From an optimization exercise on the open Yosys and OpenROAD flow, aimed at small area, a short achievable clock period and few clock cycles per item; shortcuts taken in it are not production practice.
No functional check of the RTL was part of any run shown here.

<file path="config.mk">
export PLATFORM = sky130hd
export DESIGN_NAME = multiply
export DESIGN_NICKNAME = multiply
export VERILOG_FILES = /design/flow/design.v
export SDC_FILE = /design/flow/constraint.sdc
export NUM_CORES = 4
export LEC_CHECK = 0
export CAP_MARGIN = 20
export CORE_MARGIN = 2
export CORE_UTILIZATION = 40
export SETUP_SLACK_MARGIN = 0.5
export SLEW_MARGIN = 20
export SYNTH_HIERARCHICAL = 1
export SYNTH_MINIMUM_KEEP_SIZE = 0
</file>
<file path="constraint.sdc">
create_clock -name core_clock -period 4.5 [get_ports {clk}]
set_input_delay 0.9000 -clock core_clock [delete_from_list [all_inputs] [get_ports {clk}]]
set_output_delay 0.9000 -clock core_clock [all_outputs]
set_load 0.01 [all_outputs]
</file>
<file path="design.v">
module multiply (clk, prod, fin, mcand, mplier, reset);
	input clk, reset;
	output [63:0] prod;
	output fin;
	input [31:0] mcand, mplier;
	reg first;		 
	reg [1:0] cnt;		 
	reg [32:0] S, C;	 
	reg [11:0] lx, ly;	 
	reg cin;		 
	reg [5:0] e1, e2;	 
	reg [23:0] sh;	 
	assign fin = (cnt == 3);
	wire [35:0] mpx = {4'd0, mplier};
	wire [12:0] nxt = first ? mpx[23:11] : sh[23:11];	 
	wire [32:0] a = S & {33{~first}} | {1'b1, 32'd0} & {33{first}};
	wire [32:0] b = C & {33{~first}};
	wire [33:0] m1 = {2'b00, mcand};
	wire [33:0] m2 = {1'b0, mcand, 1'b0};
	wire [2:0] f0 = {mplier[1], mplier[0], 1'b0};
	wire [2:0] q0 = nxt[2:0];
	wire s1_0 = e1[0] | first & (f0[1] ^ f0[0]);
	wire s2_0 = e2[0] | first & ((f0 == 3'b100) | (f0 == 3'b011));
	wire ng0 = first ? mplier[1] : sh[1];
	wire [33:0] r0 = (({34{s1_0}} & m1) | ({34{s2_0}} & m2)) ^ {34{ng0}};
	wire [2:0] f1 = {mplier[3], mplier[2], mplier[1]};
	wire [2:0] q1 = nxt[4:2];
	wire s1_1 = e1[1] | first & (f1[1] ^ f1[0]);
	wire s2_1 = e2[1] | first & ((f1 == 3'b100) | (f1 == 3'b011));
	wire ng1 = first ? mplier[3] : sh[3];
	wire [33:0] r1 = (({34{s1_1}} & m1) | ({34{s2_1}} & m2)) ^ {34{ng1}};
	wire [2:0] f2 = {mplier[5], mplier[4], mplier[3]};
	wire [2:0] q2 = nxt[6:4];
	wire s1_2 = e1[2] | first & (f2[1] ^ f2[0]);
	wire s2_2 = e2[2] | first & ((f2 == 3'b100) | (f2 == 3'b011));
	wire ng2 = first ? mplier[5] : sh[5];
	wire [33:0] r2 = (({34{s1_2}} & m1) | ({34{s2_2}} & m2)) ^ {34{ng2}};
	wire [2:0] f3 = {mplier[7], mplier[6], mplier[5]};
	wire [2:0] q3 = nxt[8:6];
	wire s1_3 = e1[3] | first & (f3[1] ^ f3[0]);
	wire s2_3 = e2[3] | first & ((f3 == 3'b100) | (f3 == 3'b011));
	wire ng3 = first ? mplier[7] : sh[7];
	wire [33:0] r3 = (({34{s1_3}} & m1) | ({34{s2_3}} & m2)) ^ {34{ng3}};
	wire [2:0] f4 = {mplier[9], mplier[8], mplier[7]};
	wire [2:0] q4 = nxt[10:8];
	wire s1_4 = e1[4] | first & (f4[1] ^ f4[0]);
	wire s2_4 = e2[4] | first & ((f4 == 3'b100) | (f4 == 3'b011));
	wire ng4 = first ? mplier[9] : sh[9];
	wire [33:0] r4 = (({34{s1_4}} & m1) | ({34{s2_4}} & m2)) ^ {34{ng4}};
	wire [2:0] f5 = {mplier[11], mplier[10], mplier[9]};
	wire [2:0] q5 = nxt[12:10];
	wire s1_5 = e1[5] | first & (f5[1] ^ f5[0]);
	wire s2_5 = e2[5] | first & ((f5 == 3'b100) | (f5 == 3'b011));
	wire ng5 = first ? mplier[11] : sh[11];
	wire [33:0] r5 = (({34{s1_5}} & m1) | ({34{s2_5}} & m2)) ^ {34{ng5}};
	wire l0_6_0_s, l0_6_0_c;
	ha ul0_6_0 (a[6], b[6], l0_6_0_s, l0_6_0_c);
	wire l0_7_1_s, l0_7_1_c;
	ha ul0_7_1 (a[7], b[7], l0_7_1_s, l0_7_1_c);
	wire l0_8_2_s, l0_8_2_c;
	fa ul0_8_2 (a[8], b[8], r0[8], l0_8_2_s, l0_8_2_c);
	wire l0_8_3_s, l0_8_3_c;
	ha ul0_8_3 (r1[6], r2[4], l0_8_3_s, l0_8_3_c);
	wire l0_9_4_s, l0_9_4_c;
	fa ul0_9_4 (a[9], b[9], r0[9], l0_9_4_s, l0_9_4_c);
	wire l0_9_5_s, l0_9_5_c;
	ha ul0_9_5 (r1[7], r2[5], l0_9_5_s, l0_9_5_c);
	wire l0_10_6_s, l0_10_6_c;
	fa ul0_10_6 (a[10], b[10], r0[10], l0_10_6_s, l0_10_6_c);
	wire l0_10_7_s, l0_10_7_c;
	fa ul0_10_7 (r1[8], r2[6], r3[4], l0_10_7_s, l0_10_7_c);
	wire l0_10_8_s, l0_10_8_c;
	ha ul0_10_8 (r4[2], r5[0], l0_10_8_s, l0_10_8_c);
	wire l0_11_9_s, l0_11_9_c;
	fa ul0_11_9 (a[11], b[11], r0[11], l0_11_9_s, l0_11_9_c);
	wire l0_11_10_s, l0_11_10_c;
	fa ul0_11_10 (r1[9], r2[7], r3[5], l0_11_10_s, l0_11_10_c);
	wire l0_11_11_s, l0_11_11_c;
	ha ul0_11_11 (r4[3], r5[1], l0_11_11_s, l0_11_11_c);
	wire l0_12_12_s, l0_12_12_c;
	fa ul0_12_12 (a[12], b[12], r0[12], l0_12_12_s, l0_12_12_c);
	wire l0_12_13_s, l0_12_13_c;
	fa ul0_12_13 (r1[10], r2[8], r3[6], l0_12_13_s, l0_12_13_c);
	wire l0_12_14_s, l0_12_14_c;
	ha ul0_12_14 (r4[4], r5[2], l0_12_14_s, l0_12_14_c);
	wire l0_13_15_s, l0_13_15_c;
	fa ul0_13_15 (a[13], b[13], r0[13], l0_13_15_s, l0_13_15_c);
	wire l0_13_16_s, l0_13_16_c;
	fa ul0_13_16 (r1[11], r2[9], r3[7], l0_13_16_s, l0_13_16_c);
	wire l0_13_17_s, l0_13_17_c;
	ha ul0_13_17 (r4[5], r5[3], l0_13_17_s, l0_13_17_c);
	wire l0_14_18_s, l0_14_18_c;
	fa ul0_14_18 (a[14], b[14], r0[14], l0_14_18_s, l0_14_18_c);
	wire l0_14_19_s, l0_14_19_c;
	fa ul0_14_19 (r1[12], r2[10], r3[8], l0_14_19_s, l0_14_19_c);
	wire l0_14_20_s, l0_14_20_c;
	ha ul0_14_20 (r4[6], r5[4], l0_14_20_s, l0_14_20_c);
	wire l0_15_21_s, l0_15_21_c;
	fa ul0_15_21 (a[15], b[15], r0[15], l0_15_21_s, l0_15_21_c);
	wire l0_15_22_s, l0_15_22_c;
	fa ul0_15_22 (r1[13], r2[11], r3[9], l0_15_22_s, l0_15_22_c);
	wire l0_15_23_s, l0_15_23_c;
	ha ul0_15_23 (r4[7], r5[5], l0_15_23_s, l0_15_23_c);
	wire l0_16_24_s, l0_16_24_c;
	fa ul0_16_24 (a[16], b[16], r0[16], l0_16_24_s, l0_16_24_c);
	wire l0_16_25_s, l0_16_25_c;
	fa ul0_16_25 (r1[14], r2[12], r3[10], l0_16_25_s, l0_16_25_c);
	wire l0_16_26_s, l0_16_26_c;
	ha ul0_16_26 (r4[8], r5[6], l0_16_26_s, l0_16_26_c);
	wire l0_17_27_s, l0_17_27_c;
	fa ul0_17_27 (a[17], b[17], r0[17], l0_17_27_s, l0_17_27_c);
	wire l0_17_28_s, l0_17_28_c;
	fa ul0_17_28 (r1[15], r2[13], r3[11], l0_17_28_s, l0_17_28_c);
	wire l0_17_29_s, l0_17_29_c;
	ha ul0_17_29 (r4[9], r5[7], l0_17_29_s, l0_17_29_c);
	wire l0_18_30_s, l0_18_30_c;
	fa ul0_18_30 (a[18], b[18], r0[18], l0_18_30_s, l0_18_30_c);
	wire l0_18_31_s, l0_18_31_c;
	fa ul0_18_31 (r1[16], r2[14], r3[12], l0_18_31_s, l0_18_31_c);
	wire l0_18_32_s, l0_18_32_c;
	ha ul0_18_32 (r4[10], r5[8], l0_18_32_s, l0_18_32_c);
	wire l0_19_33_s, l0_19_33_c;
	fa ul0_19_33 (a[19], b[19], r0[19], l0_19_33_s, l0_19_33_c);
	wire l0_19_34_s, l0_19_34_c;
	fa ul0_19_34 (r1[17], r2[15], r3[13], l0_19_34_s, l0_19_34_c);
	wire l0_19_35_s, l0_19_35_c;
	ha ul0_19_35 (r4[11], r5[9], l0_19_35_s, l0_19_35_c);
	wire l0_20_36_s, l0_20_36_c;
	fa ul0_20_36 (a[20], b[20], r0[20], l0_20_36_s, l0_20_36_c);
	wire l0_20_37_s, l0_20_37_c;
	fa ul0_20_37 (r1[18], r2[16], r3[14], l0_20_37_s, l0_20_37_c);
	wire l0_20_38_s, l0_20_38_c;
	ha ul0_20_38 (r4[12], r5[10], l0_20_38_s, l0_20_38_c);
	wire l0_21_39_s, l0_21_39_c;
	fa ul0_21_39 (a[21], b[21], r0[21], l0_21_39_s, l0_21_39_c);
	wire l0_21_40_s, l0_21_40_c;
	fa ul0_21_40 (r1[19], r2[17], r3[15], l0_21_40_s, l0_21_40_c);
	wire l0_21_41_s, l0_21_41_c;
	ha ul0_21_41 (r4[13], r5[11], l0_21_41_s, l0_21_41_c);
	wire l0_22_42_s, l0_22_42_c;
	fa ul0_22_42 (a[22], b[22], r0[22], l0_22_42_s, l0_22_42_c);
	wire l0_22_43_s, l0_22_43_c;
	fa ul0_22_43 (r1[20], r2[18], r3[16], l0_22_43_s, l0_22_43_c);
	wire l0_22_44_s, l0_22_44_c;
	ha ul0_22_44 (r4[14], r5[12], l0_22_44_s, l0_22_44_c);
	wire l0_23_45_s, l0_23_45_c;
	fa ul0_23_45 (a[23], b[23], r0[23], l0_23_45_s, l0_23_45_c);
	wire l0_23_46_s, l0_23_46_c;
	fa ul0_23_46 (r1[21], r2[19], r3[17], l0_23_46_s, l0_23_46_c);
	wire l0_23_47_s, l0_23_47_c;
	ha ul0_23_47 (r4[15], r5[13], l0_23_47_s, l0_23_47_c);
	wire l0_24_48_s, l0_24_48_c;
	fa ul0_24_48 (a[24], b[24], r0[24], l0_24_48_s, l0_24_48_c);
	wire l0_24_49_s, l0_24_49_c;
	fa ul0_24_49 (r1[22], r2[20], r3[18], l0_24_49_s, l0_24_49_c);
	wire l0_24_50_s, l0_24_50_c;
	ha ul0_24_50 (r4[16], r5[14], l0_24_50_s, l0_24_50_c);
	wire l0_25_51_s, l0_25_51_c;
	fa ul0_25_51 (a[25], b[25], r0[25], l0_25_51_s, l0_25_51_c);
	wire l0_25_52_s, l0_25_52_c;
	fa ul0_25_52 (r1[23], r2[21], r3[19], l0_25_52_s, l0_25_52_c);
	wire l0_25_53_s, l0_25_53_c;
	ha ul0_25_53 (r4[17], r5[15], l0_25_53_s, l0_25_53_c);
	wire l0_26_54_s, l0_26_54_c;
	fa ul0_26_54 (a[26], b[26], r0[26], l0_26_54_s, l0_26_54_c);
	wire l0_26_55_s, l0_26_55_c;
	fa ul0_26_55 (r1[24], r2[22], r3[20], l0_26_55_s, l0_26_55_c);
	wire l0_26_56_s, l0_26_56_c;
	ha ul0_26_56 (r4[18], r5[16], l0_26_56_s, l0_26_56_c);
	wire l0_27_57_s, l0_27_57_c;
	fa ul0_27_57 (a[27], b[27], r0[27], l0_27_57_s, l0_27_57_c);
	wire l0_27_58_s, l0_27_58_c;
	fa ul0_27_58 (r1[25], r2[23], r3[21], l0_27_58_s, l0_27_58_c);
	wire l0_27_59_s, l0_27_59_c;
	ha ul0_27_59 (r4[19], r5[17], l0_27_59_s, l0_27_59_c);
	wire l0_28_60_s, l0_28_60_c;
	fa ul0_28_60 (a[28], b[28], r0[28], l0_28_60_s, l0_28_60_c);
	wire l0_28_61_s, l0_28_61_c;
	fa ul0_28_61 (r1[26], r2[24], r3[22], l0_28_61_s, l0_28_61_c);
	wire l0_28_62_s, l0_28_62_c;
	ha ul0_28_62 (r4[20], r5[18], l0_28_62_s, l0_28_62_c);
	wire l0_29_63_s, l0_29_63_c;
	fa ul0_29_63 (a[29], b[29], r0[29], l0_29_63_s, l0_29_63_c);
	wire l0_29_64_s, l0_29_64_c;
	fa ul0_29_64 (r1[27], r2[25], r3[23], l0_29_64_s, l0_29_64_c);
	wire l0_29_65_s, l0_29_65_c;
	ha ul0_29_65 (r4[21], r5[19], l0_29_65_s, l0_29_65_c);
	wire l0_30_66_s, l0_30_66_c;
	fa ul0_30_66 (a[30], b[30], r0[30], l0_30_66_s, l0_30_66_c);
	wire l0_30_67_s, l0_30_67_c;
	fa ul0_30_67 (r1[28], r2[26], r3[24], l0_30_67_s, l0_30_67_c);
	wire l0_30_68_s, l0_30_68_c;
	ha ul0_30_68 (r4[22], r5[20], l0_30_68_s, l0_30_68_c);
	wire l0_31_69_s, l0_31_69_c;
	fa ul0_31_69 (a[31], b[31], r0[31], l0_31_69_s, l0_31_69_c);
	wire l0_31_70_s, l0_31_70_c;
	fa ul0_31_70 (r1[29], r2[27], r3[25], l0_31_70_s, l0_31_70_c);
	wire l0_31_71_s, l0_31_71_c;
	ha ul0_31_71 (r4[23], r5[21], l0_31_71_s, l0_31_71_c);
	wire l0_32_72_s, l0_32_72_c;
	fa ul0_32_72 (a[32], b[32], r0[32], l0_32_72_s, l0_32_72_c);
	wire l0_32_73_s, l0_32_73_c;
	fa ul0_32_73 (r1[30], r2[28], r3[26], l0_32_73_s, l0_32_73_c);
	wire l0_32_74_s = r4[24] ^ r5[22] ^ 1'b1;
	wire l0_32_74_c = (r4[24] & r5[22]) | (r4[24] & 1'b1) | (r5[22] & 1'b1);
	wire l0_33_75_s, l0_33_75_c;
	fa ul0_33_75 (~r0[33], r1[31], r2[29], l0_33_75_s, l0_33_75_c);
	wire l0_33_76_s, l0_33_76_c;
	ha ul0_33_76 (r3[27], r4[25], l0_33_76_s, l0_33_76_c);
	wire l0_34_77_s, l0_34_77_c;
	fa ul0_34_77 (r1[32], r2[30], r3[28], l0_34_77_s, l0_34_77_c);
	wire l1_2_78_s, l1_2_78_c;
	ha ul1_2_78 (a[2], b[2], l1_2_78_s, l1_2_78_c);
	wire l1_3_79_s, l1_3_79_c;
	ha ul1_3_79 (a[3], b[3], l1_3_79_s, l1_3_79_c);
	wire l1_4_80_s, l1_4_80_c;
	fa ul1_4_80 (a[4], b[4], r0[4], l1_4_80_s, l1_4_80_c);
	wire l1_4_81_s, l1_4_81_c;
	ha ul1_4_81 (r1[2], r2[0], l1_4_81_s, l1_4_81_c);
	wire l1_5_82_s, l1_5_82_c;
	fa ul1_5_82 (a[5], b[5], r0[5], l1_5_82_s, l1_5_82_c);
	wire l1_5_83_s, l1_5_83_c;
	ha ul1_5_83 (r1[3], r2[1], l1_5_83_s, l1_5_83_c);
	wire l1_6_84_s, l1_6_84_c;
	fa ul1_6_84 (l0_6_0_s, r0[6], r1[4], l1_6_84_s, l1_6_84_c);
	wire l1_6_85_s, l1_6_85_c;
	fa ul1_6_85 (r2[2], r3[0], ng3, l1_6_85_s, l1_6_85_c);
	wire l1_7_86_s, l1_7_86_c;
	fa ul1_7_86 (l0_6_0_c, l0_7_1_s, r0[7], l1_7_86_s, l1_7_86_c);
	wire l1_7_87_s, l1_7_87_c;
	fa ul1_7_87 (r1[5], r2[3], r3[1], l1_7_87_s, l1_7_87_c);
	wire l1_8_88_s, l1_8_88_c;
	fa ul1_8_88 (l0_7_1_c, l0_8_2_s, l0_8_3_s, l1_8_88_s, l1_8_88_c);
	wire l1_8_89_s, l1_8_89_c;
	fa ul1_8_89 (r3[2], r4[0], ng4, l1_8_89_s, l1_8_89_c);
	wire l1_9_90_s, l1_9_90_c;
	fa ul1_9_90 (l0_8_2_c, l0_8_3_c, l0_9_4_s, l1_9_90_s, l1_9_90_c);
	wire l1_9_91_s, l1_9_91_c;
	fa ul1_9_91 (l0_9_5_s, r3[3], r4[1], l1_9_91_s, l1_9_91_c);
	wire l1_10_92_s, l1_10_92_c;
	fa ul1_10_92 (l0_9_4_c, l0_9_5_c, l0_10_6_s, l1_10_92_s, l1_10_92_c);
	wire l1_10_93_s, l1_10_93_c;
	fa ul1_10_93 (l0_10_7_s, l0_10_8_s, ng5, l1_10_93_s, l1_10_93_c);
	wire l1_11_94_s, l1_11_94_c;
	fa ul1_11_94 (l0_10_6_c, l0_10_7_c, l0_10_8_c, l1_11_94_s, l1_11_94_c);
	wire l1_11_95_s, l1_11_95_c;
	fa ul1_11_95 (l0_11_9_s, l0_11_10_s, l0_11_11_s, l1_11_95_s, l1_11_95_c);
	wire l1_12_96_s, l1_12_96_c;
	fa ul1_12_96 (l0_11_9_c, l0_11_10_c, l0_11_11_c, l1_12_96_s, l1_12_96_c);
	wire l1_12_97_s, l1_12_97_c;
	fa ul1_12_97 (l0_12_12_s, l0_12_13_s, l0_12_14_s, l1_12_97_s, l1_12_97_c);
	wire l1_13_98_s, l1_13_98_c;
	fa ul1_13_98 (l0_12_12_c, l0_12_13_c, l0_12_14_c, l1_13_98_s, l1_13_98_c);
	wire l1_13_99_s, l1_13_99_c;
	fa ul1_13_99 (l0_13_15_s, l0_13_16_s, l0_13_17_s, l1_13_99_s, l1_13_99_c);
	wire l1_14_100_s, l1_14_100_c;
	fa ul1_14_100 (l0_13_15_c, l0_13_16_c, l0_13_17_c, l1_14_100_s, l1_14_100_c);
	wire l1_14_101_s, l1_14_101_c;
	fa ul1_14_101 (l0_14_18_s, l0_14_19_s, l0_14_20_s, l1_14_101_s, l1_14_101_c);
	wire l1_15_102_s, l1_15_102_c;
	fa ul1_15_102 (l0_14_18_c, l0_14_19_c, l0_14_20_c, l1_15_102_s, l1_15_102_c);
	wire l1_15_103_s, l1_15_103_c;
	fa ul1_15_103 (l0_15_21_s, l0_15_22_s, l0_15_23_s, l1_15_103_s, l1_15_103_c);
	wire l1_16_104_s, l1_16_104_c;
	fa ul1_16_104 (l0_15_21_c, l0_15_22_c, l0_15_23_c, l1_16_104_s, l1_16_104_c);
	wire l1_16_105_s, l1_16_105_c;
	fa ul1_16_105 (l0_16_24_s, l0_16_25_s, l0_16_26_s, l1_16_105_s, l1_16_105_c);
	wire l1_17_106_s, l1_17_106_c;
	fa ul1_17_106 (l0_16_24_c, l0_16_25_c, l0_16_26_c, l1_17_106_s, l1_17_106_c);
	wire l1_17_107_s, l1_17_107_c;
	fa ul1_17_107 (l0_17_27_s, l0_17_28_s, l0_17_29_s, l1_17_107_s, l1_17_107_c);
	wire l1_18_108_s, l1_18_108_c;
	fa ul1_18_108 (l0_17_27_c, l0_17_28_c, l0_17_29_c, l1_18_108_s, l1_18_108_c);
	wire l1_18_109_s, l1_18_109_c;
	fa ul1_18_109 (l0_18_30_s, l0_18_31_s, l0_18_32_s, l1_18_109_s, l1_18_109_c);
	wire l1_19_110_s, l1_19_110_c;
	fa ul1_19_110 (l0_18_30_c, l0_18_31_c, l0_18_32_c, l1_19_110_s, l1_19_110_c);
	wire l1_19_111_s, l1_19_111_c;
	fa ul1_19_111 (l0_19_33_s, l0_19_34_s, l0_19_35_s, l1_19_111_s, l1_19_111_c);
	wire l1_20_112_s, l1_20_112_c;
	fa ul1_20_112 (l0_19_33_c, l0_19_34_c, l0_19_35_c, l1_20_112_s, l1_20_112_c);
	wire l1_20_113_s, l1_20_113_c;
	fa ul1_20_113 (l0_20_36_s, l0_20_37_s, l0_20_38_s, l1_20_113_s, l1_20_113_c);
	wire l1_21_114_s, l1_21_114_c;
	fa ul1_21_114 (l0_20_36_c, l0_20_37_c, l0_20_38_c, l1_21_114_s, l1_21_114_c);
	wire l1_21_115_s, l1_21_115_c;
	fa ul1_21_115 (l0_21_39_s, l0_21_40_s, l0_21_41_s, l1_21_115_s, l1_21_115_c);
	wire l1_22_116_s, l1_22_116_c;
	fa ul1_22_116 (l0_21_39_c, l0_21_40_c, l0_21_41_c, l1_22_116_s, l1_22_116_c);
	wire l1_22_117_s, l1_22_117_c;
	fa ul1_22_117 (l0_22_42_s, l0_22_43_s, l0_22_44_s, l1_22_117_s, l1_22_117_c);
	wire l1_23_118_s, l1_23_118_c;
	fa ul1_23_118 (l0_22_42_c, l0_22_43_c, l0_22_44_c, l1_23_118_s, l1_23_118_c);
	wire l1_23_119_s, l1_23_119_c;
	fa ul1_23_119 (l0_23_45_s, l0_23_46_s, l0_23_47_s, l1_23_119_s, l1_23_119_c);
	wire l1_24_120_s, l1_24_120_c;
	fa ul1_24_120 (l0_23_45_c, l0_23_46_c, l0_23_47_c, l1_24_120_s, l1_24_120_c);
	wire l1_24_121_s, l1_24_121_c;
	fa ul1_24_121 (l0_24_48_s, l0_24_49_s, l0_24_50_s, l1_24_121_s, l1_24_121_c);
	wire l1_25_122_s, l1_25_122_c;
	fa ul1_25_122 (l0_24_48_c, l0_24_49_c, l0_24_50_c, l1_25_122_s, l1_25_122_c);
	wire l1_25_123_s, l1_25_123_c;
	fa ul1_25_123 (l0_25_51_s, l0_25_52_s, l0_25_53_s, l1_25_123_s, l1_25_123_c);
	wire l1_26_124_s, l1_26_124_c;
	fa ul1_26_124 (l0_25_51_c, l0_25_52_c, l0_25_53_c, l1_26_124_s, l1_26_124_c);
	wire l1_26_125_s, l1_26_125_c;
	fa ul1_26_125 (l0_26_54_s, l0_26_55_s, l0_26_56_s, l1_26_125_s, l1_26_125_c);
	wire l1_27_126_s, l1_27_126_c;
	fa ul1_27_126 (l0_26_54_c, l0_26_55_c, l0_26_56_c, l1_27_126_s, l1_27_126_c);
	wire l1_27_127_s, l1_27_127_c;
	fa ul1_27_127 (l0_27_57_s, l0_27_58_s, l0_27_59_s, l1_27_127_s, l1_27_127_c);
	wire l1_28_128_s, l1_28_128_c;
	fa ul1_28_128 (l0_27_57_c, l0_27_58_c, l0_27_59_c, l1_28_128_s, l1_28_128_c);
	wire l1_28_129_s, l1_28_129_c;
	fa ul1_28_129 (l0_28_60_s, l0_28_61_s, l0_28_62_s, l1_28_129_s, l1_28_129_c);
	wire l1_29_130_s, l1_29_130_c;
	fa ul1_29_130 (l0_28_60_c, l0_28_61_c, l0_28_62_c, l1_29_130_s, l1_29_130_c);
	wire l1_29_131_s, l1_29_131_c;
	fa ul1_29_131 (l0_29_63_s, l0_29_64_s, l0_29_65_s, l1_29_131_s, l1_29_131_c);
	wire l1_30_132_s, l1_30_132_c;
	fa ul1_30_132 (l0_29_63_c, l0_29_64_c, l0_29_65_c, l1_30_132_s, l1_30_132_c);
	wire l1_30_133_s, l1_30_133_c;
	fa ul1_30_133 (l0_30_66_s, l0_30_67_s, l0_30_68_s, l1_30_133_s, l1_30_133_c);
	wire l1_31_134_s, l1_31_134_c;
	fa ul1_31_134 (l0_30_66_c, l0_30_67_c, l0_30_68_c, l1_31_134_s, l1_31_134_c);
	wire l1_31_135_s, l1_31_135_c;
	fa ul1_31_135 (l0_31_69_s, l0_31_70_s, l0_31_71_s, l1_31_135_s, l1_31_135_c);
	wire l1_32_136_s, l1_32_136_c;
	fa ul1_32_136 (l0_31_69_c, l0_31_70_c, l0_31_71_c, l1_32_136_s, l1_32_136_c);
	wire l1_32_137_s, l1_32_137_c;
	fa ul1_32_137 (l0_32_72_s, l0_32_73_s, l0_32_74_s, l1_32_137_s, l1_32_137_c);
	wire l1_33_138_s, l1_33_138_c;
	fa ul1_33_138 (l0_32_72_c, l0_32_73_c, l0_32_74_c, l1_33_138_s, l1_33_138_c);
	wire l1_33_139_s, l1_33_139_c;
	fa ul1_33_139 (l0_33_75_s, l0_33_76_s, r5[23], l1_33_139_s, l1_33_139_c);
	wire l1_34_140_s, l1_34_140_c;
	fa ul1_34_140 (l0_33_75_c, l0_33_76_c, l0_34_77_s, l1_34_140_s, l1_34_140_c);
	wire l1_34_141_s = r4[26] ^ r5[24] ^ 1'b1;
	wire l1_34_141_c = (r4[26] & r5[24]) | (r4[26] & 1'b1) | (r5[24] & 1'b1);
	wire l1_35_142_s, l1_35_142_c;
	fa ul1_35_142 (l0_34_77_c, ~r1[33], r2[31], l1_35_142_s, l1_35_142_c);
	wire l1_35_143_s, l1_35_143_c;
	fa ul1_35_143 (r3[29], r4[27], r5[25], l1_35_143_s, l1_35_143_c);
	wire l1_36_144_s, l1_36_144_c;
	fa ul1_36_144 (r2[32], r3[30], r4[28], l1_36_144_s, l1_36_144_c);
	wire l1_36_145_s = r5[26] ^ 1'b1;
	wire l1_36_145_c = r5[26] & 1'b1;
	wire l1_37_146_s, l1_37_146_c;
	fa ul1_37_146 (~r2[33], r3[31], r4[29], l1_37_146_s, l1_37_146_c);
	wire l1_38_147_s, l1_38_147_c;
	ha ul1_38_147 (r3[32], r4[30], l1_38_147_s, l1_38_147_c);
	wire l2_0_148_s, l2_0_148_c;
	ha ul2_0_148 (a[0], b[0], l2_0_148_s, l2_0_148_c);
	wire l2_1_149_s, l2_1_149_c;
	ha ul2_1_149 (a[1], b[1], l2_1_149_s, l2_1_149_c);
	wire l2_2_150_s, l2_2_150_c;
	fa ul2_2_150 (l1_2_78_s, r0[2], r1[0], l2_2_150_s, l2_2_150_c);
	wire l2_3_151_s, l2_3_151_c;
	fa ul2_3_151 (l1_2_78_c, l1_3_79_s, r0[3], l2_3_151_s, l2_3_151_c);
	wire l2_4_152_s, l2_4_152_c;
	fa ul2_4_152 (l1_3_79_c, l1_4_80_s, l1_4_81_s, l2_4_152_s, l2_4_152_c);
	wire l2_5_153_s, l2_5_153_c;
	fa ul2_5_153 (l1_4_80_c, l1_4_81_c, l1_5_82_s, l2_5_153_s, l2_5_153_c);
	wire l2_6_154_s, l2_6_154_c;
	fa ul2_6_154 (l1_5_82_c, l1_5_83_c, l1_6_84_s, l2_6_154_s, l2_6_154_c);
	wire l2_7_155_s, l2_7_155_c;
	fa ul2_7_155 (l1_6_84_c, l1_6_85_c, l1_7_86_s, l2_7_155_s, l2_7_155_c);
	wire l2_8_156_s, l2_8_156_c;
	fa ul2_8_156 (l1_7_86_c, l1_7_87_c, l1_8_88_s, l2_8_156_s, l2_8_156_c);
	wire l2_9_157_s, l2_9_157_c;
	fa ul2_9_157 (l1_8_88_c, l1_8_89_c, l1_9_90_s, l2_9_157_s, l2_9_157_c);
	wire l2_10_158_s, l2_10_158_c;
	fa ul2_10_158 (l1_9_90_c, l1_9_91_c, l1_10_92_s, l2_10_158_s, l2_10_158_c);
	wire l2_11_159_s, l2_11_159_c;
	fa ul2_11_159 (l1_10_92_c, l1_10_93_c, l1_11_94_s, l2_11_159_s, l2_11_159_c);
	wire l2_12_160_s, l2_12_160_c;
	fa ul2_12_160 (l1_11_94_c, l1_11_95_c, l1_12_96_s, l2_12_160_s, l2_12_160_c);
	wire l2_13_161_s, l2_13_161_c;
	fa ul2_13_161 (l1_12_96_c, l1_12_97_c, l1_13_98_s, l2_13_161_s, l2_13_161_c);
	wire l2_14_162_s, l2_14_162_c;
	fa ul2_14_162 (l1_13_98_c, l1_13_99_c, l1_14_100_s, l2_14_162_s, l2_14_162_c);
	wire l2_15_163_s, l2_15_163_c;
	fa ul2_15_163 (l1_14_100_c, l1_14_101_c, l1_15_102_s, l2_15_163_s, l2_15_163_c);
	wire l2_16_164_s, l2_16_164_c;
	fa ul2_16_164 (l1_15_102_c, l1_15_103_c, l1_16_104_s, l2_16_164_s, l2_16_164_c);
	wire l2_17_165_s, l2_17_165_c;
	fa ul2_17_165 (l1_16_104_c, l1_16_105_c, l1_17_106_s, l2_17_165_s, l2_17_165_c);
	wire l2_18_166_s, l2_18_166_c;
	fa ul2_18_166 (l1_17_106_c, l1_17_107_c, l1_18_108_s, l2_18_166_s, l2_18_166_c);
	wire l2_19_167_s, l2_19_167_c;
	fa ul2_19_167 (l1_18_108_c, l1_18_109_c, l1_19_110_s, l2_19_167_s, l2_19_167_c);
	wire l2_20_168_s, l2_20_168_c;
	fa ul2_20_168 (l1_19_110_c, l1_19_111_c, l1_20_112_s, l2_20_168_s, l2_20_168_c);
	wire l2_21_169_s, l2_21_169_c;
	fa ul2_21_169 (l1_20_112_c, l1_20_113_c, l1_21_114_s, l2_21_169_s, l2_21_169_c);
	wire l2_22_170_s, l2_22_170_c;
	fa ul2_22_170 (l1_21_114_c, l1_21_115_c, l1_22_116_s, l2_22_170_s, l2_22_170_c);
	wire l2_23_171_s, l2_23_171_c;
	fa ul2_23_171 (l1_22_116_c, l1_22_117_c, l1_23_118_s, l2_23_171_s, l2_23_171_c);
	wire l2_24_172_s, l2_24_172_c;
	fa ul2_24_172 (l1_23_118_c, l1_23_119_c, l1_24_120_s, l2_24_172_s, l2_24_172_c);
	wire l2_25_173_s, l2_25_173_c;
	fa ul2_25_173 (l1_24_120_c, l1_24_121_c, l1_25_122_s, l2_25_173_s, l2_25_173_c);
	wire l2_26_174_s, l2_26_174_c;
	fa ul2_26_174 (l1_25_122_c, l1_25_123_c, l1_26_124_s, l2_26_174_s, l2_26_174_c);
	wire l2_27_175_s, l2_27_175_c;
	fa ul2_27_175 (l1_26_124_c, l1_26_125_c, l1_27_126_s, l2_27_175_s, l2_27_175_c);
	wire l2_28_176_s, l2_28_176_c;
	fa ul2_28_176 (l1_27_126_c, l1_27_127_c, l1_28_128_s, l2_28_176_s, l2_28_176_c);
	wire l2_29_177_s, l2_29_177_c;
	fa ul2_29_177 (l1_28_128_c, l1_28_129_c, l1_29_130_s, l2_29_177_s, l2_29_177_c);
	wire l2_30_178_s, l2_30_178_c;
	fa ul2_30_178 (l1_29_130_c, l1_29_131_c, l1_30_132_s, l2_30_178_s, l2_30_178_c);
	wire l2_31_179_s, l2_31_179_c;
	fa ul2_31_179 (l1_30_132_c, l1_30_133_c, l1_31_134_s, l2_31_179_s, l2_31_179_c);
	wire l2_32_180_s, l2_32_180_c;
	fa ul2_32_180 (l1_31_134_c, l1_31_135_c, l1_32_136_s, l2_32_180_s, l2_32_180_c);
	wire l2_33_181_s, l2_33_181_c;
	fa ul2_33_181 (l1_32_136_c, l1_32_137_c, l1_33_138_s, l2_33_181_s, l2_33_181_c);
	wire l2_34_182_s, l2_34_182_c;
	fa ul2_34_182 (l1_33_138_c, l1_33_139_c, l1_34_140_s, l2_34_182_s, l2_34_182_c);
	wire l2_35_183_s, l2_35_183_c;
	fa ul2_35_183 (l1_34_140_c, l1_34_141_c, l1_35_142_s, l2_35_183_s, l2_35_183_c);
	wire l2_36_184_s, l2_36_184_c;
	fa ul2_36_184 (l1_35_142_c, l1_35_143_c, l1_36_144_s, l2_36_184_s, l2_36_184_c);
	wire l2_37_185_s, l2_37_185_c;
	fa ul2_37_185 (l1_36_144_c, l1_36_145_c, l1_37_146_s, l2_37_185_s, l2_37_185_c);
	wire l2_38_186_s, l2_38_186_c;
	fa ul2_38_186 (l1_37_146_c, l1_38_147_s, r5[28], l2_38_186_s, l2_38_186_c);
	wire l2_39_187_s, l2_39_187_c;
	fa ul2_39_187 (l1_38_147_c, ~r3[33], r4[31], l2_39_187_s, l2_39_187_c);
	wire l2_40_188_s, l2_40_188_c;
	ha ul2_40_188 (r4[32], r5[30], l2_40_188_s, l2_40_188_c);
	wire l3_0_189_s, l3_0_189_c;
	ha ul3_0_189 (l2_0_148_s, r0[0], l3_0_189_s, l3_0_189_c);
	wire l3_1_190_s, l3_1_190_c;
	fa ul3_1_190 (l2_0_148_c, l2_1_149_s, r0[1], l3_1_190_s, l3_1_190_c);
	wire l3_2_191_s, l3_2_191_c;
	fa ul3_2_191 (l2_1_149_c, l2_2_150_s, ng1, l3_2_191_s, l3_2_191_c);
	wire l3_3_192_s, l3_3_192_c;
	fa ul3_3_192 (l2_2_150_c, l2_3_151_s, r1[1], l3_3_192_s, l3_3_192_c);
	wire l3_4_193_s, l3_4_193_c;
	fa ul3_4_193 (l2_3_151_c, l2_4_152_s, ng2, l3_4_193_s, l3_4_193_c);
	wire l3_5_194_s, l3_5_194_c;
	fa ul3_5_194 (l2_4_152_c, l2_5_153_s, l1_5_83_s, l3_5_194_s, l3_5_194_c);
	wire l3_6_195_s, l3_6_195_c;
	fa ul3_6_195 (l2_5_153_c, l2_6_154_s, l1_6_85_s, l3_6_195_s, l3_6_195_c);
	wire l3_7_196_s, l3_7_196_c;
	fa ul3_7_196 (l2_6_154_c, l2_7_155_s, l1_7_87_s, l3_7_196_s, l3_7_196_c);
	wire l3_8_197_s, l3_8_197_c;
	fa ul3_8_197 (l2_7_155_c, l2_8_156_s, l1_8_89_s, l3_8_197_s, l3_8_197_c);
	wire l3_9_198_s, l3_9_198_c;
	fa ul3_9_198 (l2_8_156_c, l2_9_157_s, l1_9_91_s, l3_9_198_s, l3_9_198_c);
	wire l3_10_199_s, l3_10_199_c;
	fa ul3_10_199 (l2_9_157_c, l2_10_158_s, l1_10_93_s, l3_10_199_s, l3_10_199_c);
	wire l3_11_200_s, l3_11_200_c;
	fa ul3_11_200 (l2_10_158_c, l2_11_159_s, l1_11_95_s, l3_11_200_s, l3_11_200_c);
	wire l3_12_201_s, l3_12_201_c;
	fa ul3_12_201 (l2_11_159_c, l2_12_160_s, l1_12_97_s, l3_12_201_s, l3_12_201_c);
	wire l3_13_202_s, l3_13_202_c;
	fa ul3_13_202 (l2_12_160_c, l2_13_161_s, l1_13_99_s, l3_13_202_s, l3_13_202_c);
	wire l3_14_203_s, l3_14_203_c;
	fa ul3_14_203 (l2_13_161_c, l2_14_162_s, l1_14_101_s, l3_14_203_s, l3_14_203_c);
	wire l3_15_204_s, l3_15_204_c;
	fa ul3_15_204 (l2_14_162_c, l2_15_163_s, l1_15_103_s, l3_15_204_s, l3_15_204_c);
	wire l3_16_205_s, l3_16_205_c;
	fa ul3_16_205 (l2_15_163_c, l2_16_164_s, l1_16_105_s, l3_16_205_s, l3_16_205_c);
	wire l3_17_206_s, l3_17_206_c;
	fa ul3_17_206 (l2_16_164_c, l2_17_165_s, l1_17_107_s, l3_17_206_s, l3_17_206_c);
	wire l3_18_207_s, l3_18_207_c;
	fa ul3_18_207 (l2_17_165_c, l2_18_166_s, l1_18_109_s, l3_18_207_s, l3_18_207_c);
	wire l3_19_208_s, l3_19_208_c;
	fa ul3_19_208 (l2_18_166_c, l2_19_167_s, l1_19_111_s, l3_19_208_s, l3_19_208_c);
	wire l3_20_209_s, l3_20_209_c;
	fa ul3_20_209 (l2_19_167_c, l2_20_168_s, l1_20_113_s, l3_20_209_s, l3_20_209_c);
	wire l3_21_210_s, l3_21_210_c;
	fa ul3_21_210 (l2_20_168_c, l2_21_169_s, l1_21_115_s, l3_21_210_s, l3_21_210_c);
	wire l3_22_211_s, l3_22_211_c;
	fa ul3_22_211 (l2_21_169_c, l2_22_170_s, l1_22_117_s, l3_22_211_s, l3_22_211_c);
	wire l3_23_212_s, l3_23_212_c;
	fa ul3_23_212 (l2_22_170_c, l2_23_171_s, l1_23_119_s, l3_23_212_s, l3_23_212_c);
	wire l3_24_213_s, l3_24_213_c;
	fa ul3_24_213 (l2_23_171_c, l2_24_172_s, l1_24_121_s, l3_24_213_s, l3_24_213_c);
	wire l3_25_214_s, l3_25_214_c;
	fa ul3_25_214 (l2_24_172_c, l2_25_173_s, l1_25_123_s, l3_25_214_s, l3_25_214_c);
	wire l3_26_215_s, l3_26_215_c;
	fa ul3_26_215 (l2_25_173_c, l2_26_174_s, l1_26_125_s, l3_26_215_s, l3_26_215_c);
	wire l3_27_216_s, l3_27_216_c;
	fa ul3_27_216 (l2_26_174_c, l2_27_175_s, l1_27_127_s, l3_27_216_s, l3_27_216_c);
	wire l3_28_217_s, l3_28_217_c;
	fa ul3_28_217 (l2_27_175_c, l2_28_176_s, l1_28_129_s, l3_28_217_s, l3_28_217_c);
	wire l3_29_218_s, l3_29_218_c;
	fa ul3_29_218 (l2_28_176_c, l2_29_177_s, l1_29_131_s, l3_29_218_s, l3_29_218_c);
	wire l3_30_219_s, l3_30_219_c;
	fa ul3_30_219 (l2_29_177_c, l2_30_178_s, l1_30_133_s, l3_30_219_s, l3_30_219_c);
	wire l3_31_220_s, l3_31_220_c;
	fa ul3_31_220 (l2_30_178_c, l2_31_179_s, l1_31_135_s, l3_31_220_s, l3_31_220_c);
	wire l3_32_221_s, l3_32_221_c;
	fa ul3_32_221 (l2_31_179_c, l2_32_180_s, l1_32_137_s, l3_32_221_s, l3_32_221_c);
	wire l3_33_222_s, l3_33_222_c;
	fa ul3_33_222 (l2_32_180_c, l2_33_181_s, l1_33_139_s, l3_33_222_s, l3_33_222_c);
	wire l3_34_223_s, l3_34_223_c;
	fa ul3_34_223 (l2_33_181_c, l2_34_182_s, l1_34_141_s, l3_34_223_s, l3_34_223_c);
	wire l3_35_224_s, l3_35_224_c;
	fa ul3_35_224 (l2_34_182_c, l2_35_183_s, l1_35_143_s, l3_35_224_s, l3_35_224_c);
	wire l3_36_225_s, l3_36_225_c;
	fa ul3_36_225 (l2_35_183_c, l2_36_184_s, l1_36_145_s, l3_36_225_s, l3_36_225_c);
	wire l3_37_226_s, l3_37_226_c;
	fa ul3_37_226 (l2_36_184_c, l2_37_185_s, r5[27], l3_37_226_s, l3_37_226_c);
	wire l3_38_227_s = l2_37_185_c ^ l2_38_186_s ^ 1'b1;
	wire l3_38_227_c = (l2_37_185_c & l2_38_186_s) | (l2_37_185_c & 1'b1) | (l2_38_186_s & 1'b1);
	wire l3_39_228_s, l3_39_228_c;
	fa ul3_39_228 (l2_38_186_c, l2_39_187_s, r5[29], l3_39_228_s, l3_39_228_c);
	wire l3_40_229_s = l2_39_187_c ^ l2_40_188_s ^ 1'b1;
	wire l3_40_229_c = (l2_39_187_c & l2_40_188_s) | (l2_39_187_c & 1'b1) | (l2_40_188_s & 1'b1);
	wire l3_41_230_s, l3_41_230_c;
	fa ul3_41_230 (l2_40_188_c, ~r4[33], r5[31], l3_41_230_s, l3_41_230_c);
	wire l3_42_231_s = r5[32] ^ 1'b1;
	wire l3_42_231_c = r5[32] & 1'b1;
	wire [44:0] x = {1'b0, l3_42_231_c, l3_41_230_c, l3_40_229_c, l3_39_228_c, l3_38_227_c, l3_37_226_c, l3_36_225_c, l3_35_224_c, l3_34_223_c, l3_33_222_c, l3_32_221_c, l3_31_220_c, l3_30_219_c, l3_29_218_c, l3_28_217_c, l3_27_216_c, l3_26_215_c, l3_25_214_c, l3_24_213_c, l3_23_212_c, l3_22_211_c, l3_21_210_c, l3_20_209_c, l3_19_208_c, l3_18_207_c, l3_17_206_c, l3_16_205_c, l3_15_204_c, l3_14_203_c, l3_13_202_c, l3_12_201_c, l3_11_200_c, l3_10_199_c, l3_9_198_c, l3_8_197_c, l3_7_196_c, l3_6_195_c, l3_5_194_c, l3_4_193_c, l3_3_192_c, l3_2_191_c, l3_1_190_c, l3_0_189_c, l3_0_189_s};
	wire [44:0] y = {1'b0, ~r5[33], l3_42_231_s, l3_41_230_s, l3_40_229_s, l3_39_228_s, l3_38_227_s, l3_37_226_s, l3_36_225_s, l3_35_224_s, l3_34_223_s, l3_33_222_s, l3_32_221_s, l3_31_220_s, l3_30_219_s, l3_29_218_s, l3_28_217_s, l3_27_216_s, l3_26_215_s, l3_25_214_s, l3_24_213_s, l3_23_212_s, l3_22_211_s, l3_21_210_s, l3_20_209_s, l3_19_208_s, l3_18_207_s, l3_17_206_s, l3_16_205_s, l3_15_204_s, l3_14_203_s, l3_13_202_s, l3_12_201_s, l3_11_200_s, l3_10_199_s, l3_9_198_s, l3_8_197_s, l3_7_196_s, l3_6_195_s, l3_5_194_s, l3_4_193_s, l3_3_192_s, l3_2_191_s, l3_1_190_s, ng0};
	wire [13:0] lows = {1'b0, lx, cin} + {1'b0, ly, cin};
	wire [12:0] low = lows[13:1];	 
	always @(posedge clk) begin
		first <= reset;
		if (reset)
			cnt <= 0;
		else if (cnt != 3)
			cnt <= cnt + 1'b1;
		S <= x[44:12];
		C <= y[44:12];
		lx <= x[11:0];
		ly <= y[11:0];
		cin <= low[12] & ~first;
		e1 <= reset ? 6'd0 : {q5[1] ^ q5[0], q4[1] ^ q4[0], q3[1] ^ q3[0], q2[1] ^ q2[0], q1[1] ^ q1[0], q0[1] ^ q0[0]};
		e2 <= reset ? 6'd0 : {(q5 == 3'b100) | (q5 == 3'b011), (q4 == 3'b100) | (q4 == 3'b011), (q3 == 3'b100) | (q3 == 3'b011), (q2 == 3'b100) | (q2 == 3'b011), (q1 == 3'b100) | (q1 == 3'b011), (q0 == 3'b100) | (q0 == 3'b011)};
		sh <= first ? mpx[35:12] : {low[11:0], sh[23:12]};
	end
	wire [40:0] his = {S, lx, cin} + {C, ly, cin};
	wire [39:0] hi = his[40:1];
	assign prod = {hi, sh};
endmodule
module fa (a, b, c, s, co);
	input a, b, c;
	output s, co;
	assign s = a ^ b ^ c;
	assign co = (a & b) | (a & c) | (b & c);
endmodule
module ha (a, b, s, co);
	input a, b;
	output s, co;
	assign s = a ^ b;
	assign co = a & b;
endmodule
</file>
<file path="flow/run.sh">
#!/bin/bash
# Standard layout, but with plain buffers on the ports instead of delay cells.
export BUFFER_PORTS_ARGS="-buffer_cell sky130_fd_sc_hd__buf_2"
bash standard.sh > standard.log 2>&1
</file>
<file path="standard.sh">
#!/bin/bash
# synth_recipe.tcl (not shown) runs the flow's synth.tcl, then flattens the netlist and writes it again
# the make line also repeats each setting of config.mk as NAME=value (left out here)
make -C /OpenROAD-flow-scripts/flow DESIGN_CONFIG=/design/flow/config.mk WORK_HOME=/design/flow/orfs CLKGATE_MAP_FILE= SYNTH_SCRIPT=/design/flow/synth_recipe.tcl "${@:-finish}"
</file>
==> flow_summary.ini, run 1 <==
[status]
status = timing/DRC/antenna clean

[clock_tree]
cts_tree = yes
clock_path_buffers = 2
clkLatencyLatePin_ps = 440
root_buffer = clkbuf_16
cts_made_buffers = 17
htree_num_levels = 4
hold_buffers = 0
clock_sinks = 128
cts.clk_slew.worst_paths_ps = 70

[setup_path]
crit_type = in2reg
worstSetupEndpointType = register
r2r_slack_ps = 750
startpoint = mplier[5]
cp_max_fo = 32
r2r_cells = 9
timing.rr.start = first
worstSetupEndpoint = C[1]
r2r_end = C[5]
cp.required_ps = 4800
worst_setup_path_start_kind = input port
critPathArrivalTime_ps = 4220

[finish]
multi_input_area_um2 = 11520
seq_area_um2 = 2566
areaGrowthSynthToFinish_pct = 15.84
fill_cells = 3378
final_nets = 1845
diodes = 0
drive_gt1_frac = 0.2228

[timing]
post-route-period-util = 0.8714
setup_ws_ps = 578.5
rsz0062_at_grt = yes
slew_violations = 0
setup_viol_count_final = 0
finClkSkew_ps = 10.69
fmax_ghz = 0.2550
relSlewSlack = 0.5946
tightest_slew_ps = 591.2
tns_ps = 0
min_period_ps = 3921
hold_viol = 0

[die]
start_util = 0.4036
core_area_um2 = 35400
fp.dieW_um = 193.0
ios = 131
die_h_um = 193.0
die_area_um2 = 37240
num_rows = 69

[drt]
antenna_left = 0
drt_iter0_drc = 835
vias = 11290
vias_per_cell = 5.760
drc_errors = 0
wl_per_cell_um = 23.56
firstDrtPassIters = 6
routed_wl_um = 46190

[placement]
hpwl_um = 34200
portBuffers = 130
place.gp.congestion = 0.9088
dpl_worst_slack_ps = 121.6

[yosys]
synth.avg_cell_area_um2 = 10.09
synthArstFlopShare = 0
synth_edf_count = 0
yosysWarnings = 7
syn-cell-area_um2 = 14280
ys_seq_area_frac = 0.1794
syn_nets = 1775
synth_cells = 1416
ys_ff_latch = 128
synthDistinctLibCells = 58
synthFlopType = dfxtp_1

[worst_hold_path]
worstHoldStart = cnt[1]
hold_path_class = reg2reg

[grt]
antenna_found_initial = 0
grt_pass1_vias = 11840
grt_max_degree = 48
track_usage = 0.2548
overflow = 0
grt_pass1_wl_um = 71100

[run]
maxCapViolations = 0
worst min-delay path by stage:
stage,end,slack [ps],cells after the start
6_report,cnt[1],510,2
3_3_place_gp,cnt[1],480,2
5_1_grt,cnt[0],550,2
2_1_floorplan,cnt[1],470,2
4_1_cts,cnt[1],520,2
3_5_place_dp,cnt[1],510,2
state kept, by name (all words and copies together), names as in the netlist:
name / cells
C: 32
S: 32
cin: 1
cnt: 2
e1: 6
e2: 6
first: 1
lx: 12
ly: 12
sh: 24
cell usage after synthesis, drive strengths merged (15+ instances only):
master / number / share of area
xnor2: 221 / 0.14
fa: 191 / 0.27
a22oi: 185 / 0.097
dfxtp: 128 / 0.18
ha: 102 / 0.089
clkbuf: 81 / 0.021
nor2b: 78 / 0.034
inv: 55 / 0.014
a21oi: 50 / 0.018
nand2: 50 / 0.013
nor2: 34 / 0.0089
o21ai: 33 / 0.012
buf: 32 / 0.0099
mux2i: 24 / 0.017
a21o: 21 / 0.011
mux2: 15 / 0.012
per-module statistics from Yosys (local to each module, per instance):
module    cell area, µm²  times used  flip-flops and latches  cells inside
multiply           10030           1                     128          1190
fa                 20.02         190                       0             1
ha                 12.51          36                       0             1
critical path: stages:
cell     delay (ps)
buf_2           120
inv_1            50
ha_1            180
mux2_2          260
a21o_1          180
buf_12          170
a22oi_2         240
xnor2_1         170
fa_1            480
fa_2            390
fa_1            490
fa_1            520
routing by layer:
metal  up-vias  part of all wire  wire length, µm  track usage
met4         0             0.025             1147      0.07372
li1       5025                 -                -            -
met2       428              0.49            22660       0.4326
met5         -                 0                0            0
met3        82             0.062             2863      0.04778
met1      5754              0.42            19520       0.3315
what timing repair did:
item / 4_1_cts / 5_1_grt
pin swaps: 0 / 6
setup buffers: 0 / 2
resized for setup: 2 / 20
cloned: 0 / 0
setup endpoints to repair: 6 / 17
layout make-up:
type,instances,share of cell area
timing repair buffer,164,0.06533
inverter,56,0.01270
sequential,128,0.1551
clock buffer,17,0.02571
clock inverter,15,0.01013
multi-input combinational,1119,0.6962
tap,461,0.03486
cell usage in the layout, fill, tap and decap left out, drive strengths merged, types with 17 or more instances in the layout:
master / count
ha: 102
xnor2: 221
dfxtp: 128
a21o: 21
nor2: 34
a21oi: 50
nand2: 50
a22oi: 185
nor2b: 78
fa: 191
buf: 164
o21ai: 33
clkbuf: 17
mux2i: 24
inv: 65
metrics by stage:
step           utilization  cell area [µm²]  hold slack, ps  cells
2_1_floorplan            -            14710           467.6   1416
3_5_place_dp        0.4474            15840           510.6   1926
5_1_grt             0.4675            16550           553.0   1960
4_1_cts             0.4645            16440           524.7   1958
3_3_place_gp        0.4474            15840           480.4   1926
6_report            0.4675            16550           513.0   1960
logic make-up (layout without fill, tap and decap cells):
group                    after synthesis  after routing  synth area share
multiplexers                          39             39           0.02864
adder cells (fa/ha/maj)              293            293            0.3570
buffers and inverters                169            252           0.04590
AND/OR/NAND/NOR                      211            211           0.07690
other                                  1              1         0.0002625
XOR/XNOR                             235            235            0.1441
AO/OA/AOI/OAI                        340            340            0.1678
flip-flops                           128            128            0.1794
==> run 2: changes to the inputs <==
--- a/config.mk
+++ b/config.mk
@@ -10,3 +10,3 @@
 export CORE_UTILIZATION = 40
-export SETUP_SLACK_MARGIN = 0.5
+export SETUP_SLACK_MARGIN = 0.35
 export SLEW_MARGIN = 20
==> run 2 against run 1 <==
  * Synthesized cell count stayed put
  * Core utilization is 0.95 points lower
  * Critical path depth is 3 lower
  * Largest cell class unchanged
  * Highest routed layer unchanged
==> flow_summary.ini, run 2 <==
[yosys]
synthFlopType = dfxtp_1
syn_nets = 1775
yosysMostFrequentCell = xnor2_1
synthArstFlopShare = 0
synth.avg_cell_area_um2 = 10.09
synth_cells = 1416
synthDistinctLibCells = 58
syn-cell-area_um2 = 14280
synthDominantCellAreaShare = 0.2677
synth.top_cells.by_count = xnor2_1, fa_1, a22oi_1
ys_seq_area_frac = 0.1794
synth_top_area_cell = fa_1
yosysWarnings = 7
ys_top_cells_by_area = fa_1, dfxtp_1, xnor2_1, a22oi_1, ha_1
ys_ff_latch = 128
synth_edf_count = 0

[finish]
drive_gt1_frac = 0.1571
final_nets = 1849
seq_area_um2 = 2566
reg.largest.list = C x32, S x32, sh x24
mostFrequentLayoutCells = xnor2_1, fa_1, a22oi_1, buf_2, dfxtp_1
layout_commonest_cell = xnor2_1
multi_input_area_um2 = 11120
areaGrowthSynthToFinish_pct = 13.47
fill_cells = 3346
final_area_um2 = 16210

[drt]
wl_per_cell_um = 23.34
antenna_left = 0
drc_errors = 0
vias_per_cell = 5.705
vias = 11210
drt_iter0_drc = 1008
routed_wl_um = 45830
firstDrtPassIters = 6

[die]
fp.dieW_um = 193.0
die_h_um = 193.0
die_area_um2 = 37240
num_rows = 69
core_area_um2 = 35400
ios = 131
start_util = 0.4036

[clock_tree]
cts_tree = yes
clkLatencyLatePin_ps = 440
root_buffer = clkbuf_16
htree_num_levels = 4
clock_sinks = 128
cts.clk_slew.worst_paths_ps = 60
cts_made_buffers = 17
clock_path_buffers = 2

[setup_path]
cp.required_ps = 3600
crit_type = reg2out
worstSetupEndpointType = output port
critPathArrivalTime_ps = 3250
worst_setup_path_start_kind = register
cp_max_fo = 6

[grt]
track_usage = 0.2526
antenna_found_initial = 1
grt_max_degree = 46
overflow = 0
grt_pass1_vias = 11750
grt_pass1_wl_um = 69880

[timing]
finClkSkew_ps = 18.59
tightest_slew_ps = 766.2
slew_violations = 0
tns_ps = 0
hold_viol = 0
min_period_ps = 4154
fmax_ghz = 0.2407
setup_viol_count_final = 0
relSlewSlack = 0.4853
rsz0062_at_grt = yes
post-route-period-util = 0.9231

[placement]
hpwl_um = 34640
place.gp.congestion = 0.9306
portBuffers = 130
placed_area_um2 = 15480

[worst_hold_path]
hold_path_class = reg2reg

[run]
maxCapViolations = 0

[status]
status = timing/DRC/antenna clean
-- run 2: changes by cell type in the layout (fill, tap and decap cells not counted), moves of 4 or more --
cell / change
inv_8: -4
a22oi_1: +55
inv_6: -6
buf_4: +7
clkbuf_8: +6
a22oi_2: -55
fa_1: +38
fa_2: -38
-- run 2: path summary, 6_finish.rpt --
path,start,endpoint,slack (ps),cells past startpoint
min reg2reg,cnt[1],cnt[1],500,2
max reg2reg,first,C[8],690,9
min,cnt[1],cnt[1],500,2
max,C[10],prod[50],350,9
-- run 2: cell type report --
type / count / share of cell area
antenna: 1 / 0.0001544
clock buffer: 23 / 0.03134
clock inverter: 8 / 0.009263
inverter: 56 / 0.01297
multi-input combinational: 1119 / 0.6861
sequential: 128 / 0.1583
tap: 461 / 0.03558
timing repair buffer: 168 / 0.06623
-- run 2: cell families (layout without fill, tap and decap cells) --
logic type               Yosys count  after routing  share of synthesized area
flip-flops                       128            128                     0.1794
other                              1              2                  0.0002625
buffers and inverters            169            255                    0.04590
AO/OA/AOI/OAI                    340            340                     0.1678
XOR/XNOR                         235            235                     0.1441
AND/OR/NAND/NOR                  211            211                    0.07690
multiplexers                      39             39                    0.02864
adder cells (fa/ha/maj)          293            293                     0.3570
-- run 2: metrics by stage --
stage | hold slack (ps) | utilization | cells | worst slack (ps)
after floorplan | 467.6 | - | 1416 | 383.1
after global placement | 480.8 | 0.4374 | 1930 | 112.3
after detailed placement | 499.2 | 0.4374 | 1930 | 64.38
after CTS | 511.3 | 0.4564 | 1962 | 351.0
after global routing | 549.0 | 0.4579 | 1964 | 294.0
final | 502.3 | 0.4579 | 1964 | 346.1
-- run 2: worst max-delay path: stages (launching register included) --
cell      delay (ps)
dfxtp_1          340
ha_1             430
inv_1             90
nor3_1           640
nand4_1          170
a21oi_1          310
a211oi_2         120
buf_4            190
xnor2_1          320
buf_2            210
-- run 2: routing by layer --
metal	vias up	wire length (µm)	part of all wire	track usage
met5	-	0	0	0
met4	0	1272	0.028	0.08829
met3	80	3054	0.067	0.03891
met2	469	22110	0.48	0.4238
met1	5627	19390	0.42	0.3324
li1	5029	-	-	-
-- run 2: per-module statistics from Yosys (local to each module, per instance) --
module,cells,times used
multiply,1190,1
fa,1,190
ha,1,36
-- run 2: timing repair --
action	CTS	global route
buffers inserted	1	1
gates resized for setup	1	7
setup endpoints to repair	1	9
cloned	0	0
hold buffers	0	0
pin swaps	2	1
==> run 3: changes to the inputs <==
--- a/config.mk
+++ b/config.mk
@@ -10,3 +10,3 @@
 export CORE_UTILIZATION = 40
-export SETUP_SLACK_MARGIN = 0.35
+export SETUP_SLACK_MARGIN = 0.65
 export SLEW_MARGIN = 20
==> run 3 against run 2 <==
  * Highest routed layer unchanged
  * Clock skew fell by 6.2 ps
  * Core utilization increased by 3.3 points
  * Register-to-register slack better by 160 ps
  * Critical path type unchanged
  * Critical path depth grew 2
==> flow_summary.ini, run 3 <==
[timing]
tns_ps = 0
relSlewSlack = 0.5549
slew_violations = 0
setup_ws_ps = 674.6
worst_hold_slack_ps = 505.9
tightest_slew_ps = 667.6
fmax_ghz = 0.2614
setup_viol_count_final = 0
post-route-period-util = 0.8501
finClkSkew_ps = 12.37
rsz0062_at_grt = yes
hold_viol = 0
min_period_ps = 3825

[grt]
grt_max_degree = 45
grt_pass1_wl_um = 70900
track_usage = 0.2552
antenna_found_initial = 0
overflow = 0
grt_pass1_vias = 11850

[setup_path]
cp_max_fo = 4
cp.required_ps = 3600
worst_setup_path_start_kind = register
crit_type = reg2out
r2r_cells = 8
timing.rr.start = first
worstSetupEndpointType = output port
critPathArrivalTime_ps = 2930
r2r_end = ly[10]
startpoint = ly[0]
r2r_slack_ps = 850
worstSetupEndpoint = prod[54]

[clock_tree]
cts_tree = yes
root_buffer = clkbuf_16
clkLatencyLatePin_ps = 440
htree_num_levels = 4
clock_path_buffers = 2
clock_sinks = 128
cts.clk_slew.worst_paths_ps = 70
hold_buffers = 0
cts_made_buffers = 17

[drt]
drt_iter0_drc = 858
routed_wl_um = 46560
antenna_left = 0
drc_errors = 0
wl_per_cell_um = 23.59
vias = 11360
met1Wirelength_um = 19940
firstDrtPassIters = 6
wl_met2_um = 22590
top_layer_used = met4
met3_length_um = 2513
vias_per_cell = 5.756

[yosys]
synthDominantCellAreaShare = 0.2677
ys_seq_area_frac = 0.1794
synth_edf_count = 0
synth_top_area_cell = fa_1
synth_cells = 1416
synthFlopType = dfxtp_1
ys_top_cells_by_area = fa_1, dfxtp_1, xnor2_1, a22oi_1, ha_1
yosysWarnings = 7
yosysMostFrequentCell = xnor2_1
synthDistinctLibCells = 58
synth.avg_cell_area_um2 = 10.09
syn_nets = 1775
synth.top_cells.by_count = xnor2_1, fa_1, a22oi_1
ys_ff_latch = 128
synthArstFlopShare = 0
syn-cell-area_um2 = 14280

[finish]
fin_util = 0.4913
final_area_um2 = 17390
reg.largest.list = C x32, S x32, sh x24
final_nets = 1859
drive_gt1_frac = 0.3007
fill_cells = 3266
final_cell_count_no_fill = 1974
areaGrowthSynthToFinish_pct = 21.74
mostFrequentLayoutCells = xnor2_1, fa_1, dfxtp_1, buf_2, a22oi_1
diodes = 0
layout_commonest_cell = xnor2_1

[die]
ios = 131
num_rows = 69
die_area_um2 = 37240
core_area_um2 = 35400
start_util = 0.4036
die_h_um = 193.0
fp.dieW_um = 193.0

[placement]
dpl_worst_slack_ps = 94.25
portBuffers = 130
placed_cells = 1927
hpwl_um = 34290
place.gp.congestion = 0.9091
placed_area_um2 = 16180

[worst_hold_path]
hold_path_class = reg2reg

[run]
maxCapViolations = 0

[status]
status = timing/DRC/antenna clean
run 3: worst min-delay path by stage:
stage / cells after the start / slack, ps / endpoint / from
after floorplan: 2 / 470 / cnt[1] / cnt[1]
after global placement: 2 / 480 / cnt[1] / cnt[1]
after detailed placement: 2 / 500 / cnt[1] / cnt[1]
after CTS: 2 / 510 / cnt[1] / cnt[1]
after global routing: 2 / 530 / cnt[1] / cnt[1]
final: 2 / 510 / cnt[1] / cnt[1]
run 3: what timing repair did:
action	CTS	global route
setup buffers	4	8
resized for setup	29	73
setup endpoints to repair	41	42
gates cloned	0	3
pin swaps	13	39
run 3: layout make-up:
class,instances,area [µm²],area share
Multi-Input combinational cell,1119,12150,0.6985
Clock inverter,14,147.6,0.008490
Inverter,56,247.7,0.01425
Timing Repair Buffer,178,1265,0.07274
Clock buffer,18,439.2,0.02525
Sequential cell,128,2567,0.1476
Tap cell,461,576.8,0.03317
run 3: critical path: stages, from the launching register on:
cell	delay (ps)
dfxtp_2	340
ha_1	340
a211oi_2	270
o21ai_2	130
o311ai_2	240
buf_4	210
a21oi_4	80
a211oi_4	320
buf_4	170
o21bai_1	70
xnor2_1	160
buf_2	150
run 3: cells by family (layout without fill, tap and decap cells):
| kind of cell | after synthesis | count (layout) | synth area share |
|---|---|---|---|
| AOI/OAI and AO/OA | 340 | 340 | 0.1678 |
| buffers and inverters | 169 | 266 | 0.04590 |
| DFF | 128 | 128 | 0.1794 |
| muxes | 39 | 39 | 0.02864 |
| other | 1 | 1 | 0.0002625 |
| and+or+nand+nor | 211 | 211 | 0.07690 |
| adders and majority gates | 293 | 293 | 0.3570 |
| xor gates and xnor gates | 235 | 235 | 0.1441 |
run 3: layer usage:
| layer | vias up | global-route usage |
|---|---|---|
| li1 | 5057 | - |
| met1 | 5828 | 0.3402 |
| met2 | 405 | 0.4296 |
| met3 | 73 | 0.03167 |
| met4 | 0 | 0.08741 |
| met5 | - | 0 |
run 3: Yosys stat by module (local to each module, per instance):
| module | flip-flops and latches | area (µm²) | times used | cells |
|---|---|---|---|---|
| fa | 0 | 20.02 | 190 | 1 |
| ha | 0 | 12.51 | 36 | 1 |
| multiply | 128 | 10030 | 1 | 1190 |

==> separate check: timing with driven ports <==
The flow's constraints put no driver on any port. The routed layouts listed below were extracted and timed again, unchanged, in two steps.
Step 1 assumes that a clkbuf_16 drives the clock port and a buf_2 every other input.
Step 2, shift: input delay + t, output delay - t, t = (earliest + latest rising clock arrival at the registers) / 2. This alone moves slack from input paths to output paths.
a / b / c = no drivers / after step 1 / after step 2; a / b = the first two.
| run | t (ns) | setup slack, ns | latest minus earliest clock arrival (ns) | cell pins on the clock port's net |
|---|---|---|---|---|
| run 1 | 0.483 | 0.579 / 0.554 / 0.124 | 0.010 / 0.011 | 1 |
| run 2 | 0.487 | 0.346 / 0.295 / 0.011 | 0.019 / 0.018 | 1 |
| run 3 | 0.484 | 0.675 / 0.620 / 0.224 | 0.013 / 0.012 | 1 |
After both steps every run listed still meets setup and hold. For run 1, which loses most, drivers alone change the setup slack by -0.025 ns; drivers and shift together by -0.455 ns.
